This design comes from an exercise in tuning for small area on the open sky130 flow, not from production work. Function was checked by simulation only, so behaviour that the tests miss may differ from the original.

==> inputs of 06-08 <==
## nvdl_term
module nvdl_term (
  input clk,
  input rst,
  input ps2_clk,
  input ps2_dat,
  output vram_we,
  output [11:0] vram_waddr,
  output [7:0] vram_wascii,
  output [2:0] vram_wfg,
  output [2:0] vram_wbg,
  output [11:0] vram_raddr,
  input [7:0] vram_rascii,
  input [2:0] vram_rfg,
  input [2:0] vram_rbg,
  output [3:0] vga_r,
  output [3:0] vga_g,
  output [3:0] vga_b,
  output vga_hs,
  output vga_vs,
  output vga_valid
);
Settings: LEC_CHECK=0, ABC_AREA=1, CAP_MARGIN=30, CORE_MARGIN=2, CORE_UTILIZATION=40, SLEW_MARGIN=30, SYNTH_MEMORY_MAX_BITS=65536; clock period 12.0 ns.
standard.sh (not shown) runs the stock make flow with config.mk's settings and CLKGATE_MAP_FILE= SYNTH_SCRIPT=/design/flow/synth_recipe.tcl, a recipe that flattens the netlist after the stock synthesis.
==> flow/flow/run.sh <==
#!/bin/bash
# Own flow: the standard synthesis, then the combinational logic between
# the (untouched) flip-flops is re-mapped by ABC for area, then the standard flow's
# standard layout from the floorplan on. Each tool's output goes to a log
# file in the work folder.
set -euo pipefail
WORK=$(pwd)
FL=$WORK/flow
R=$WORK/orfs/results/$FLOW_PLATFORM/nvdl_term/base
LIB=$FLOW_HOME/platforms/$FLOW_PLATFORM/lib/sky130_fd_sc_hd__tt_025C_1v80.lib
YOSYS=yosys
if [[ -x $FLOW_HOME/../tools/install/yosys/bin/yosys ]]; then
  YOSYS=$FLOW_HOME/../tools/install/yosys/bin/yosys
fi

bash standard.sh synth > $WORK/flow_synth.log 2>&1
cp $R/1_2_yosys.v $WORK/remap_in.v

# 2. re-map the combinational logic; sequential cells stay black boxes
SEQ=$(awk '/^ *cell *\(/{c=$0; gsub(/.*cell *\( *"?|"? *\).*/,"",c)} /^ *(ff|latch|statetable) *\(/{print c}' $LIB | sort -u)
DU=$(sed 's/^/-dont_use /' $FL/dont_use.txt | tr '\n' ' ')
{
  echo "read_liberty -ignore_miss_func $LIB"
  echo "read_verilog -defer $WORK/remap_in.v"
  echo "hierarchy -top $FLOW_TOP"
  for c in $SEQ; do
    if grep -q "$c " $WORK/remap_in.v; then echo "blackbox $c"; fi
  done
  echo "flatten"
  echo "opt_clean -purge"
  echo "tee -o $WORK/remap_stat_in.txt stat"
  echo "abc -liberty $LIB $DU -script $FL/remap.abc"
  echo "opt_clean -purge"
  echo "read_liberty -lib -overwrite -ignore_miss_func $LIB"
  echo "splitnets"
  echo "opt_clean -purge"
  echo "hilomap -singleton -hicell sky130_fd_sc_hd__conb_1 HI -locell sky130_fd_sc_hd__conb_1 LO"
  echo "insbuf -buf sky130_fd_sc_hd__buf_1 A X"
  echo "check -assert"
  echo "tee -o $WORK/remap_stat.txt stat -liberty $LIB"
  echo "write_verilog -noattr -nohex -nodec $WORK/remap_out.v"
} > $WORK/remap.ys
$YOSYS -s $WORK/remap.ys > $WORK/flow_remap.log 2>&1

# 3. standard layout on the re-mapped netlist
cp $WORK/remap_out.v $R/1_2_yosys.v
rm -f $R/1_synth.odb $R/1_synth.sdc
bash standard.sh > $WORK/flow_layout.log 2>&1
==> flow/flow/dont_use.txt <==
sky130_fd_sc_hd__probe_p_8
sky130_fd_sc_hd__probec_p_8
sky130_fd_sc_hd__lpflow_bleeder_1
sky130_fd_sc_hd__lpflow_clkbufkapwr_1
sky130_fd_sc_hd__lpflow_clkbufkapwr_16
sky130_fd_sc_hd__lpflow_clkbufkapwr_2
sky130_fd_sc_hd__lpflow_clkbufkapwr_4
sky130_fd_sc_hd__lpflow_clkbufkapwr_8
sky130_fd_sc_hd__lpflow_clkinvkapwr_1
sky130_fd_sc_hd__lpflow_clkinvkapwr_16
sky130_fd_sc_hd__lpflow_clkinvkapwr_2
sky130_fd_sc_hd__lpflow_clkinvkapwr_4
sky130_fd_sc_hd__lpflow_clkinvkapwr_8
sky130_fd_sc_hd__lpflow_decapkapwr_12
sky130_fd_sc_hd__lpflow_decapkapwr_3
sky130_fd_sc_hd__lpflow_decapkapwr_4
sky130_fd_sc_hd__lpflow_decapkapwr_6
sky130_fd_sc_hd__lpflow_decapkapwr_8
sky130_fd_sc_hd__lpflow_inputiso0n_1
sky130_fd_sc_hd__lpflow_inputiso0p_1
sky130_fd_sc_hd__lpflow_inputiso1n_1
sky130_fd_sc_hd__lpflow_inputiso1p_1
sky130_fd_sc_hd__lpflow_inputisolatch_1
sky130_fd_sc_hd__lpflow_isobufsrc_1
sky130_fd_sc_hd__lpflow_isobufsrc_16
sky130_fd_sc_hd__lpflow_isobufsrc_2
sky130_fd_sc_hd__lpflow_isobufsrc_4
sky130_fd_sc_hd__lpflow_isobufsrc_8
sky130_fd_sc_hd__lpflow_isobufsrckapwr_16
sky130_fd_sc_hd__lpflow_lsbuf_lh_hl_isowell_tap_1
sky130_fd_sc_hd__lpflow_lsbuf_lh_hl_isowell_tap_2
sky130_fd_sc_hd__lpflow_lsbuf_lh_hl_isowell_tap_4
sky130_fd_sc_hd__lpflow_lsbuf_lh_isowell_4
sky130_fd_sc_hd__lpflow_lsbuf_lh_isowell_tap_1
sky130_fd_sc_hd__lpflow_lsbuf_lh_isowell_tap_2
sky130_fd_sc_hd__lpflow_lsbuf_lh_isowell_tap_4
sky130_fd_sc_hd__fill_1
sky130_fd_sc_hd__fill_2
sky130_fd_sc_hd__fill_4
sky130_fd_sc_hd__fill_8
==> flow/flow/remap.abc <==
strash
dc2
balance -l; resub -K 6 -l; rewrite -l; resub -K 6 -N 2 -l; refactor -l; resub -K 8 -l; balance -l; resub -K 8 -N 2 -l; rewrite -l; resub -K 10 -l; rewrite -z -l; resub -K 10 -N 2 -l; balance -l; resub -K 12 -l; refactor -z -l; resub -K 12 -N 2 -l; rewrite -z -l; balance -l
dc2
balance -l; resub -K 6 -l; rewrite -l; resub -K 6 -N 2 -l; refactor -l; resub -K 8 -l; balance -l; resub -K 8 -N 2 -l; rewrite -l; resub -K 10 -l; rewrite -z -l; resub -K 10 -N 2 -l; balance -l; resub -K 12 -l; refactor -z -l; resub -K 12 -N 2 -l; rewrite -z -l; balance -l
dch -f
map -a
topo
==> 11-21 (differences from 06-08) <==
==> flow/run.sh (new file) <==
#!/bin/bash
# synth_recipe.tcl (not shown) runs the flow's synth.tcl, then flattens the netlist and writes it again
# the make line also repeats each setting of config.mk as NAME=value (left out here)
make -C /OpenROAD-flow-scripts/flow DESIGN_CONFIG=/design/flow/config.mk WORK_HOME=/design/flow/orfs CLKGATE_MAP_FILE= SYNTH_SCRIPT=/design/flow/synth_recipe.tcl finish
- CORE_UTILIZATION: 40 -> 60
removed: flow/flow/run.sh
removed: flow/flow/dont_use.txt
removed: flow/flow/remap.abc
removed: flow/standard.sh
==> summary of the runs <==
In 11-21 the synthesized cell count is higher than in 06-08, by about 30%.
Area after synthesis: 06-08 is smaller than 11-21 (20%).
06-08 aborted during 5_1_grt. 11-21 ended with an error in 5_1_grt.
==> figures <==
	11-21	06-08
Die Wd	159.8 µm	174.6 µm
Instance count of the mapped netlist	2,806	2,129
Worst setup timing slack at the placement stage	2787 ps	2250 ps
Post-CTS Setup Repair Bufs	0	0
Standard-cell rows	57	62
H-tree Lvls	3	3
Mean Syn Cell Area	5.193 µm²	5.470 µm²
Run status	aborted with a tool error	aborted with a tool error
Failing step	5_1_grt	5_1_grt
Number of cells after detailed placement	3,056	2,621
Standard cell area after detailed placement	0.01500 mm²	0.01318 mm²
I/O pin count	72	72
Die height	159.8 µm	174.6 µm
Starting Density	0.6045	0.4057
GP Congestion	1.405	1.429
Detail Placement HPWL	62,960 µm	66,910 µm
Post-synthesis cell area	0.01457 mm²	0.01164 mm²
